Context: an optimization exercise on an open-source flow, tuned for a short achievable clock period and few clock cycles. The choices shown serve that exercise and are no tape-out recipe. RTL that was checked went through simulation tests only; none was proved equivalent to the original. No driver is modelled on the clock port, so clocking that relies on it looks cheaper here than on a real chip. Power is estimated from default activity; no workload was simulated.

==> flow/design.v (excerpt) <==
module mipsSystem(rst, clk, imem_addr, imem_rdata, dmem_we, dmem_addr, dmem_wdata, dmem_rdata, wb_en, wb_reg, wb_data);
clock: 11.0 ns
lec_check: 0
cap_margin: 20
core_margin: 2
core_utilization: 40
place_density: 0.6
slew_margin: 20
standard.sh (not shown) runs the stock make flow with config.mk's settings and CLKGATE_MAP_FILE= SYNTH_SCRIPT=/design/flow/synth_recipe.tcl, a recipe that flattens the netlist after the stock synthesis.
==> flow/flow/run.sh <==
#!/bin/bash
# Standard ORFS layout with two changes to how it is made (the SDC is unchanged):
#  - no extraction of full/half adder cells in synthesis (ADDER_MAP_FILE empty),
#    so that ABC maps the adders for speed;
#  - timing repair aimed at a setup margin well above the 11 ns clock, so that
#    repair keeps improving paths that already meet it.
set -euo pipefail
MARGIN=${MARGIN:-7.5}
bash standard.sh ADDER_MAP_FILE= SETUP_SLACK_MARGIN=$MARGIN ABC_CLOCK_PERIOD_IN_PS=3000 finish > flow_make.log 2>&1
Rerun with:
Settings changed: CORE_UTILIZATION 40 to 65, PLACE_DENSITY 0.6 to 0.75.
This time the run never finished: it broke off in global routing with GRT-0116.
Synthesized cell count is unchanged.
Area after synthesis is unchanged.
No functional check of the RTL was part of any run of this note.

Another version of the RTL of mipsSystem (not shown whole).
For scale: ~8000 cells after synthesis, roughly 1800 flip-flops, roughly 200 I/O pins.
==> flow/config.mk <==
export PLATFORM = sky130hd
export DESIGN_NAME = mipsSystem
export DESIGN_NICKNAME = mipsSystem
export VERILOG_FILES = /design/flow/design.v
export SDC_FILE = /design/flow/constraint.sdc
export NUM_CORES = 8
export LEC_CHECK = 0
export CAP_MARGIN = 20
export CORE_MARGIN = 2
export CORE_UTILIZATION = 40
export CTS_CLUSTER_DIAMETER = 80
export CTS_CLUSTER_SIZE = 25
export PLACE_DENSITY = 0.6
export SLEW_MARGIN = 20
==> flow/constraint.sdc <==
create_clock -name core_clock -period 11.0 [get_ports {clk}]
set_input_delay 2.2000 -clock core_clock [delete_from_list [all_inputs] [get_ports {clk}]]
set_output_delay 2.2000 -clock core_clock [all_outputs]
set_load 0.01 [all_outputs]
==> flow/flow/run.sh <==
#!/bin/bash
# Standard ORFS layout with these changes to how it is made (the SDC is unchanged):
#  - synthesis is the standard flow's, but ABC maps with flow/abc.script (a delay-driven
#    mapping), and no full/half adder cells are extracted (ADDER_MAP_FILE empty);
#  - timing repair aimed at a setup margin well above the 11 ns clock, so that
#    repair keeps improving paths that already meet it;
#  - repair may resize cells to other footprints (MATCH_CELL_FOOTPRINT 0);
#  - before CTS, flow/pre_cts.tcl puts output registers next to their pins;
#  - after CTS, flow/post_cts.tcl strengthens the output port buffers and runs
#    more repair, and flow/post_grt.tcl repairs again after global routing.
set -euo pipefail
MARGIN=${MARGIN:-7.5}
export MY_ABC_SCRIPT=$PWD/flow/abc.script
bash standard.sh ADDER_MAP_FILE= SETUP_SLACK_MARGIN=$MARGIN MATCH_CELL_FOOTPRINT=0 \
  SYNTH_SCRIPT=$PWD/flow/synth.tcl PRE_CTS_TCL=$PWD/flow/pre_cts.tcl POST_CTS_TCL=$PWD/flow/post_cts.tcl POST_GLOBAL_ROUTE_TCL=$PWD/flow/post_grt.tcl finish > flow_make.log 2>&1
==> flow/flow/pre_cts.tcl <==
# Before CTS: each output port's register and buffer go next to the pin.
set blk [ord::get_db_block]
set core [$blk getCoreArea]
set cx0 [$core xMin]; set cy0 [$core yMin]; set cx1 [$core xMax]; set cy1 [$core yMax]
foreach bterm [$blk getBTerms] {
  if {[$bterm getIoType] != "OUTPUT"} continue
  set buf ""
  foreach it [[$bterm getNet] getITerms] { if {[$it isOutputSignal]} { set buf [$it getInst] } }
  if {$buf == ""} continue
  set in_net ""
  foreach it [$buf getITerms] { if {[$it isInputSignal]} { set in_net [$it getNet] } }
  if {$in_net == ""} continue
  set ff ""
  foreach it [$in_net getITerms] { if {[$it isOutputSignal]} { set ff [$it getInst] } }
  if {$ff == ""} continue
  set bb [$bterm getBBox]
  set x [expr {([$bb xMin] + [$bb xMax]) / 2}]
  set y [expr {([$bb yMin] + [$bb yMax]) / 2}]
  set x [expr {max($cx0, min($cx1 - 20000, $x))}]
  set y [expr {max($cy0, min($cy1 - 5440, $y))}]
  $ff setLocation $x $y
  $buf setLocation $x $y
}
detailed_placement
Other scripts of this flow, unchanged in this note and not shown: flow/flow/abc.script, flow/flow/post_cts.tcl, flow/flow/post_grt.tcl, flow/flow/synth.tcl
The first run produced a clean layout.
Testbench counts at the start, summed over its fixed seeds: cycles 140,680.
Then changed:
--- a/flow/flow/run.sh
+++ b/flow/flow/run.sh
@@ -7,3 +7,2 @@
 #  - repair may resize cells to other footprints (MATCH_CELL_FOOTPRINT 0);
-#  - before CTS, flow/pre_cts.tcl puts output registers next to their pins;
 #  - after CTS, flow/post_cts.tcl strengthens the output port buffers and runs
@@ -14,2 +13,2 @@
 bash standard.sh ADDER_MAP_FILE= SETUP_SLACK_MARGIN=$MARGIN MATCH_CELL_FOOTPRINT=0 \
-  SYNTH_SCRIPT=$PWD/flow/synth.tcl PRE_CTS_TCL=$PWD/flow/pre_cts.tcl POST_CTS_TCL=$PWD/flow/post_cts.tcl POST_GLOBAL_ROUTE_TCL=$PWD/flow/post_grt.tcl finish > flow_make.log 2>&1
+  SYNTH_SCRIPT=$PWD/flow/synth.tcl POST_CTS_TCL=$PWD/flow/post_cts.tcl POST_GLOBAL_ROUTE_TCL=$PWD/flow/post_grt.tcl finish > flow_make.log 2>&1
removed: flow/flow/pre_cts.tcl
What happened: The new run went through all stages and came out clean; via count came out lower by about 0.8%; maximum frequency goes down by about 0.8%; synthesized area does not change; clock power climbs by about 2%; routed wire length is lower by about 0.6%; worst setup slack degrades by 0.029 ns; clock skew shrinks by 0.017 ns; non-clock buffer count falls by 64; first-iteration DRC count decreases by 1.3%; utilization drops by 0.75 points; hold slack gains 0.025 ns.

job 1781:
Another version of the RTL of mipsSystem (not shown whole).
Size in the first run: ~5400 cells after synthesis, ~1400 flip-flops, about 72000 µm² of cells after synthesis.
Design mipsSystem, start of the top module:
module mipsSystem(rst, clk, imem_addr, imem_rdata, dmem_we, dmem_addr, dmem_wdata, dmem_rdata, wb_en, wb_reg, wb_data);
input rst, clk;
output [31:0] imem_addr;
input [31:0] imem_rdata;
output dmem_we;
output [31:0] dmem_addr, dmem_wdata;
input [31:0] dmem_rdata;
output wb_en;
output [4:0] wb_reg;
output [31:0] wb_data;
reg [31:0] pc;
reg [31:0] rf [1:31];
reg        e_valid, e_wr, e_load, e_store, e_br, e_ld;
reg [4:0]  e_dst;
reg [31:0] e_a;           
reg [31:0] e_bx;          
reg [31:0] e_sd;          
reg [31:0] e_pc4;
reg [4:0]  e_shamt;
reg        e_op_add, e_op_sub, e_op_and, e_op_or, e_op_slt, e_op_sll, e_zop;
reg        e_fa, e_fb, e_fs;    
reg        m_valid, m_wr, m_load, m_rep;
reg [4:0]  m_dst;
reg [31:0] m_res;
reg        o_we;
reg [31:0] o_addr, o_wdata;
reg        r_en;
reg [4:0]  r_dst;
reg [31:0] r_data;
reg        w_en;
reg [4:0]  w_dst;
reg [31:0] w_data;
wire [31:0] ir = imem_rdata;
wire [5:0] f_op = ir[31:26];
wire [4:0] f_rs = ir[25:21];
wire [4:0] f_rt = ir[20:16];
wire [4:0] f_rd = ir[15:11];
wire [5:0] f_fn = ir[5:0];
wire [31:0] f_sext = {{16{ir[15]}}, ir[15:0]};
wire f_rtype = (f_op == 6'b000000);
wire f_lw    = (f_op == 6'b100011);
wire f_sw    = (f_op == 6'b101011);
wire f_addi  = (f_op == 6'b001000) | (f_op == 6'b001001) | (f_op == 6'b001101);
wire f_wr    = f_rtype | f_lw | f_addi;
wire [4:0] f_dst = f_rtype ? f_rd : f_rt;
wire f_sll   = f_rtype & (f_fn == 6'b000000);
  ...
clock: 11.0 ns
lec_check: 0
cap_margin: 20
core_margin: 2
core_utilization: 40
place_density: 0.6
slew_margin: 20
synth_hierarchical: 1
synth_minimum_keep_size: 0
==> flow/flow/run.sh <==
#!/bin/bash
# Standard ORFS layout with two changes to how it is made (the SDC is unchanged):
#  - no extraction of full/half adder cells in synthesis (ADDER_MAP_FILE empty),
#    so that ABC maps the adders for speed;
#  - timing repair aimed at a setup margin well above the 11 ns clock, so that
#    repair keeps improving paths that already meet it.
set -euo pipefail
MARGIN=${MARGIN:-7.5}
bash standard.sh ADDER_MAP_FILE= SETUP_SLACK_MARGIN=$MARGIN ABC_CLOCK_PERIOD_IN_PS=3000 finish > flow_make.log 2>&1
--- input diff job 1781..job 2038 ---
Settings: clearing SYNTH_HIERARCHICAL, which used to be 1; clearing SYNTH_MINIMUM_KEEP_SIZE, which used to be 0.
Findings:
Changes observed in job 2038 relative to job 1781: post-route standard cell area excluding fillers -3.0%; pre-CTS setup slack +0.79 ns. Setup WNS job 1781 -> job 2038: better. Endpoint of the most critical setup path = pc[31]: job 1781; endpoint of the most critical setup path = pc[26]: job 2038.
Function was not checked in any run of this note: the RTL went through the layout flow alone.

Another version of the RTL of mipsSystem (not shown whole).
Size in the first run: ~2100 flip-flops, roughly 200 I/O pins.
==> flow/config.mk <==
export PLATFORM = sky130hd
export DESIGN_NAME = mipsSystem
export DESIGN_NICKNAME = mipsSystem
export VERILOG_FILES = /design/flow/design.v
export SDC_FILE = /design/flow/constraint.sdc
export NUM_CORES = 8
export LEC_CHECK = 0
export CAP_MARGIN = 20
export CORE_MARGIN = 2
export CORE_UTILIZATION = 40
export CTS_CLUSTER_DIAMETER = 60
export CTS_CLUSTER_SIZE = 20
export PLACE_DENSITY = 0.6
export SLEW_MARGIN = 20
==> flow/constraint.sdc <==
create_clock -name core_clock -period 11.0 [get_ports {clk}]
set_input_delay 2.2000 -clock core_clock [delete_from_list [all_inputs] [get_ports {clk}]]
set_output_delay 2.2000 -clock core_clock [all_outputs]
set_load 0.01 [all_outputs]
==> flow/flow/run.sh <==
#!/bin/bash
# Standard ORFS layout with these changes to how it is made (the SDC is unchanged):
#  - synthesis is the standard flow's, but ABC maps with flow/abc.script (a delay-driven
#    mapping), and no full/half adder cells are extracted (ADDER_MAP_FILE empty);
#  - timing repair aimed at a setup margin well above the 11 ns clock, so that
#    repair keeps improving paths that already meet it;
#  - repair may resize cells to other footprints (MATCH_CELL_FOOTPRINT 0);
#  - before CTS, flow/pre_cts.tcl puts output registers next to their pins;
#  - after CTS, flow/post_cts.tcl strengthens the output port buffers and runs
#    more repair, and flow/post_grt.tcl repairs again after global routing.
set -euo pipefail
MARGIN=${MARGIN:-7.5}
export MY_ABC_SCRIPT=$PWD/flow/abc.script
bash standard.sh ADDER_MAP_FILE= SETUP_SLACK_MARGIN=$MARGIN MATCH_CELL_FOOTPRINT=0 \
  SYNTH_SCRIPT=$PWD/flow/synth.tcl PRE_CTS_TCL=$PWD/flow/pre_cts.tcl POST_CTS_TCL=$PWD/flow/post_cts.tcl POST_GLOBAL_ROUTE_TCL=$PWD/flow/post_grt.tcl finish > flow_make.log 2>&1
==> flow/flow/post_cts.tcl <==
# Run after ORFS's own CTS-stage repair (POST_CTS_TCL hook). Constraints are
# the design's; the output delays are relaxed only while one repair pass runs
# (so that it works on the register-to-register paths), and put back before
# anything is written. Output port buffers are moved next to the registers that
# drive them and made strong, and those registers get their strongest size.
estimate_parasitics -placement
set blk [ord::get_db_block]
foreach bterm [$blk getBTerms] {
  if {[$bterm getIoType] != "OUTPUT"} continue
  set buf ""
  foreach it [[$bterm getNet] getITerms] { if {[$it isOutputSignal]} { set buf [$it getInst] } }
  if {$buf == ""} continue
  set in_net ""
  foreach it [$buf getITerms] { if {[$it isInputSignal]} { set in_net [$it getNet] } }
  if {$in_net == ""} continue
  set ff ""
  foreach it [$in_net getITerms] { if {[$it isOutputSignal]} { set ff [$it getInst] } }
  if {$ff == ""} continue
  set loc [$ff getLocation]
  $buf setLocation [lindex $loc 0] [lindex $loc 1]
  replace_cell [$buf getName] sky130_fd_sc_hd__buf_8
  set m [[$ff getMaster] getName]
  if {[regsub {_[0-9]+$} $m {_4} m4] && $m4 != $m && [llength [get_lib_cells -quiet */$m4]]} { replace_cell [$ff getName] $m4 }
}
detailed_placement
estimate_parasitics -placement
set outs [all_outputs]
set_output_delay 0.5 -clock core_clock $outs
repair_timing -setup -setup_margin 7.9 -repair_tns 100

set_output_delay 2.2 -clock core_clock $outs
repair_timing -setup -setup_margin 7.6 -repair_tns 100
detailed_placement
check_placement -verbose
estimate_parasitics -placement
puts "post_cts: worst setup slack [worst_slack -max]"
==> flow/flow/pre_cts.tcl <==
# Before CTS: each output port's register and buffer (but imem_addr's) go next
# to the pin.
set blk [ord::get_db_block]
set core [$blk getCoreArea]
set cx0 [$core xMin]; set cy0 [$core yMin]; set cx1 [$core xMax]; set cy1 [$core yMax]
foreach bterm [$blk getBTerms] {
  if {[$bterm getIoType] != "OUTPUT"} continue
  # imem_addr's registers stay where placement put them: their inputs are
  # the critical next-pc logic
  if {[string match "imem_addr*" [$bterm getName]]} continue
  set buf ""
  foreach it [[$bterm getNet] getITerms] { if {[$it isOutputSignal]} { set buf [$it getInst] } }
  if {$buf == ""} continue
  set in_net ""
  foreach it [$buf getITerms] { if {[$it isInputSignal]} { set in_net [$it getNet] } }
  if {$in_net == ""} continue
  set ff ""
  foreach it [$in_net getITerms] { if {[$it isOutputSignal]} { set ff [$it getInst] } }
  if {$ff == ""} continue
  set bb [$bterm getBBox]
  set x [expr {([$bb xMin] + [$bb xMax]) / 2}]
  set y [expr {([$bb yMin] + [$bb yMax]) / 2}]
  set x [expr {max($cx0, min($cx1 - 20000, $x))}]
  set y [expr {max($cy0, min($cy1 - 5440, $y))}]
  $ff setLocation $x $y
  $buf setLocation $x $y
}
detailed_placement
Other scripts of this flow, unchanged in this note and not shown: flow/flow/abc.script, flow/flow/post_grt.tcl, flow/flow/synth.tcl
The starting point completed without violations.
Testbench counts at the start, summed over its fixed seeds: cycles 139,596.
Rerun with:
Settings changed: CORE_UTILIZATION 40 to 45, CTS_CLUSTER_DIAMETER 60 to 80, CTS_CLUSTER_SIZE 20 to 25.
After rerunning: The new run produced a clean layout. Fmax is about the same. Setup slack got worse by 0.0090 ns. Via count is higher slightly. Design area is about the same. Final cell count is lower by a few percent. Clock skew is higher by 0.020 ns. Global-route usage is higher by 6.2 points. Total power is lower by a few percent. Clock-buffer cell count is lower by 46. Critical path depth does not change.
Rerun with:
--- a/flow/flow/post_cts.tcl
+++ b/flow/flow/post_cts.tcl
@@ -4,5 +4,7 @@
 # anything is written. Output port buffers are moved next to the registers that
-# drive them and made strong, and those registers get their strongest size.
+# drive them, and each such register and buffer pair gets the sizes that time
+# best (and is then left alone by repair).
 estimate_parasitics -placement
 set blk [ord::get_db_block]
+set out_pairs {}
 foreach bterm [$blk getBTerms] {
@@ -20,5 +22,27 @@
   $buf setLocation [lindex $loc 0] [lindex $loc 1]
-  replace_cell [$buf getName] sky130_fd_sc_hd__buf_8
-  set m [[$ff getMaster] getName]
-  if {[regsub {_[0-9]+$} $m {_4} m4] && $m4 != $m && [llength [get_lib_cells -quiet */$m4]]} { replace_cell [$ff getName] $m4 }
+  lappend out_pairs [list [$bterm getName] [$ff getName] [$buf getName]]
+}
+detailed_placement
+estimate_parasitics -placement
+
+# Size each output's register and buffer together: the pair with the best
+# slack at the port.
+foreach pr $out_pairs {
+  lassign $pr port ffn bufn
+  set base [get_property [get_lib_cells -of_objects [get_cells $ffn]] name]
+  regsub {_[0-9]+$} $base {} fam
+  set best_s -1e9; set best {}
+  foreach fsz {1 2 4} {
+    if {![llength [get_lib_cells -quiet */${fam}_$fsz]]} continue
+    replace_cell $ffn ${fam}_$fsz
+    foreach bsz {4 6 8 12} {
+      replace_cell $bufn sky130_fd_sc_hd__buf_$bsz
+      set sl [get_property [get_ports $port] slack_max]
+      if {$sl > $best_s} { set best_s $sl; set best [list ${fam}_$fsz sky130_fd_sc_hd__buf_$bsz] }
+    }
+  }
+  replace_cell $ffn [lindex $best 0]
+  replace_cell $bufn [lindex $best 1]
+  set_dont_touch [get_cells $ffn]
+  set_dont_touch [get_cells $bufn]
 }
--- a/flow/flow/pre_cts.tcl
+++ b/flow/flow/pre_cts.tcl
@@ -1,3 +1,2 @@
-# Before CTS: each output port's register and buffer (but imem_addr's) go next
-# to the pin.
+# Before CTS: each output port's register and buffer go next to the pin.
 set blk [ord::get_db_block]
@@ -7,5 +6,2 @@
   if {[$bterm getIoType] != "OUTPUT"} continue
-  # imem_addr's registers stay where placement put them: their inputs are
-  # the critical next-pc logic
-  if {[string match "imem_addr*" [$bterm getName]]} continue
   set buf ""
Settings changed: CORE_UTILIZATION 45 to 40.
Outcome:
- Now the flow never finished: it broke off in global routing (5_1_grt)
- synthesized cell count stays the same
- area after synthesis stays the same
Rerun with:
==> flow/flow/post_cts.tcl (replaced) <==
# Run after ORFS's own CTS-stage repair (POST_CTS_TCL hook). Constraints are
# the design's; the output delays are relaxed only while one repair pass runs
# (so that it works on the register-to-register paths), and put back before
# anything is written. Output port buffers are moved next to the registers that
# drive them and made strong, and those registers get their strongest size.
estimate_parasitics -placement
set blk [ord::get_db_block]
foreach bterm [$blk getBTerms] {
  if {[$bterm getIoType] != "OUTPUT"} continue
  set buf ""
  foreach it [[$bterm getNet] getITerms] { if {[$it isOutputSignal]} { set buf [$it getInst] } }
  if {$buf == ""} continue
  set in_net ""
  foreach it [$buf getITerms] { if {[$it isInputSignal]} { set in_net [$it getNet] } }
  if {$in_net == ""} continue
  set ff ""
  foreach it [$in_net getITerms] { if {[$it isOutputSignal]} { set ff [$it getInst] } }
  if {$ff == ""} continue
  set loc [$ff getLocation]
  $buf setLocation [lindex $loc 0] [lindex $loc 1]
  replace_cell [$buf getName] sky130_fd_sc_hd__buf_8
  set m [[$ff getMaster] getName]
  if {[regsub {_[0-9]+$} $m {_4} m4] && $m4 != $m && [llength [get_lib_cells -quiet */$m4]]} { replace_cell [$ff getName] $m4 }
}
detailed_placement
estimate_parasitics -placement
set outs [all_outputs]
set_output_delay 0.5 -clock core_clock $outs
repair_timing -setup -setup_margin 7.9 -repair_tns 100

set_output_delay 2.2 -clock core_clock $outs
repair_timing -setup -setup_margin 7.6 -repair_tns 100
detailed_placement
check_placement -verbose
estimate_parasitics -placement
puts "post_cts: worst setup slack [worst_slack -max]"
--- a/flow/flow/pre_cts.tcl
+++ b/flow/flow/pre_cts.tcl
@@ -1,2 +1,3 @@
-# Before CTS: each output port's register and buffer go next to the pin.
+# Before CTS: each output port's register and buffer (but imem_addr's) go next
+# to the pin.
 set blk [ord::get_db_block]
@@ -6,2 +7,5 @@
   if {[$bterm getIoType] != "OUTPUT"} continue
+  # imem_addr's registers stay where placement put them: their inputs are
+  # the critical next-pc logic
+  if {[string match "imem_addr*" [$bterm getName]]} continue
   set buf ""
Settings changed: CTS_CLUSTER_DIAMETER 80 to 60, CTS_CLUSTER_SIZE 25 to 40.
=> Now the flow completed without violations. Synthesized cell count does not change. Synthesized area stays the same.
Rerun with:
--- a/flow/flow/post_cts.tcl
+++ b/flow/flow/post_cts.tcl
@@ -4,5 +4,8 @@
 # anything is written. Output port buffers are moved next to the registers that
-# drive them and made strong, and those registers get their strongest size.
+# drive them, and each such register and buffer pair gets the sizes that time
+# best (and is left alone by the repair passes here).
 estimate_parasitics -placement
 set blk [ord::get_db_block]
+set out_pairs {}
+set sized {}
 foreach bterm [$blk getBTerms] {
@@ -20,5 +23,3 @@
   $buf setLocation [lindex $loc 0] [lindex $loc 1]
-  replace_cell [$buf getName] sky130_fd_sc_hd__buf_8
-  set m [[$ff getMaster] getName]
-  if {[regsub {_[0-9]+$} $m {_4} m4] && $m4 != $m && [llength [get_lib_cells -quiet */$m4]]} { replace_cell [$ff getName] $m4 }
+  lappend out_pairs [list [$bterm getName] [$ff getName] [$buf getName]]
 }
@@ -26,2 +27,26 @@
 estimate_parasitics -placement
+
+# Size each output's register and buffer together: the pair with the best
+# slack at the port.
+foreach pr $out_pairs {
+  lassign $pr port ffn bufn
+  set base [get_property [get_lib_cells -of_objects [get_cells $ffn]] name]
+  regsub {_[0-9]+$} $base {} fam
+  set best_s -1e9; set best {}
+  foreach fsz {1 2 4} {
+    if {![llength [get_lib_cells -quiet */${fam}_$fsz]]} continue
+    replace_cell $ffn ${fam}_$fsz
+    foreach bsz {4 6 8 12} {
+      replace_cell $bufn sky130_fd_sc_hd__buf_$bsz
+      set sl [get_property [get_ports $port] slack_max]
+      if {$sl > $best_s} { set best_s $sl; set best [list ${fam}_$fsz sky130_fd_sc_hd__buf_$bsz] }
+    }
+  }
+  replace_cell $ffn [lindex $best 0]
+  replace_cell $bufn [lindex $best 1]
+  lappend sized $ffn $bufn
+}
+detailed_placement
+estimate_parasitics -placement
+set_dont_touch [get_cells $sized]
 set outs [all_outputs]
@@ -32,2 +57,3 @@
 repair_timing -setup -setup_margin 7.6 -repair_tns 100
+unset_dont_touch [get_cells $sized]
 detailed_placement
Settings changed: CTS_CLUSTER_DIAMETER 60 to 80, CTS_CLUSTER_SIZE 40 to 25.
The changed run finished with timing, DRC and antenna clean.
Setup slack improved by 0.038 ns.
Non-clock buffer count drops by 24.
Hold slack improved by 0.0058 ns.
Rerun with:
--- a/flow/flow/post_cts.tcl
+++ b/flow/flow/post_cts.tcl
@@ -5,3 +5,3 @@
 # drive them, and each such register and buffer pair gets the sizes that time
-# best (and is left alone by the repair passes here).
+# best (and is then left alone by repair).
 estimate_parasitics -placement
@@ -9,3 +9,2 @@
 set out_pairs {}
-set sized {}
 foreach bterm [$blk getBTerms] {
@@ -46,3 +45,4 @@
   replace_cell $bufn [lindex $best 1]
-  lappend sized $ffn $bufn
+  set_dont_touch [get_cells $ffn]
+  set_dont_touch [get_cells $bufn]
 }
@@ -50,3 +50,2 @@
 estimate_parasitics -placement
-set_dont_touch [get_cells $sized]
 set outs [all_outputs]
@@ -57,3 +56,2 @@
 repair_timing -setup -setup_margin 7.6 -repair_tns 100
-unset_dont_touch [get_cells $sized]
 detailed_placement
Effect:
- Now the flow never finished: it broke off in global routing (5_1_grt), error RSZ-3006
- area after synthesis stays the same
- synthesized cell count is unchanged

re-timing with driven ports:
Ports are ideal in the flow. The routed layouts listed here were re-timed in OpenROAD. Step 1 sets driving cells, clkbuf_16 on the clock port and buf_2 on the other inputs (assumed; they add their load-dependent delay and slew). Step 2 times the ports against the registers' clock, not the clock port: input delays grow and output delays shrink by t, the midpoint of the rising clock arrivals with the driver on. a / b / c = no drivers / after step 1 / after step 2; a / b = the first two.
| run | t, ns | slack for setup (ns) | hold slack, ns | worst setup path at the end |
|---|---|---|---|---|
| the first run of note 1 | 0.911 | 6.237 / 6.190 / 5.279 | 0.415 / 0.415 / 0.415 | input to register |
| the first run of note 2 | 0.910 | 7.445 / 7.359 / 6.706 | 0.343 / 0.343 / 0.343 | input to register |
| the second run of note 2 | 0.911 | 7.416 / 7.323 / 6.938 | 0.368 / 0.368 / 0.368 | input to register |
| job 1781 | 0.889 | 5.889 / 5.934 / 5.045 | 0.343 / 0.343 / 0.343 | input to register |
| job 2038 | 0.891 | 6.205 / 6.240 / 5.349 | 0.362 / 0.362 / 0.362 | input to register |
| the first run of note 4 | 0.960 | 7.432 / 7.338 / 6.783 | 0.354 / 0.354 / 0.354 | input to register |
| the second run of note 4 | 0.961 | 7.423 / 7.325 / 6.796 | 0.364 / 0.364 / 0.364 | input to register |
| the fourth run of note 4 | 0.986 | 7.386 / 7.281 / 6.802 | 0.356 / 0.356 / 0.356 | input to register |
| the fifth run of note 4 | 0.954 | 7.424 / 7.328 / 6.810 | 0.362 / 0.362 / 0.362 | input to register |
After both steps setup and hold are still met in every run listed. The setup slack of the first run of note 1, which loses most, moves by -0.047 ns with the drivers and by -0.958 ns with both steps.
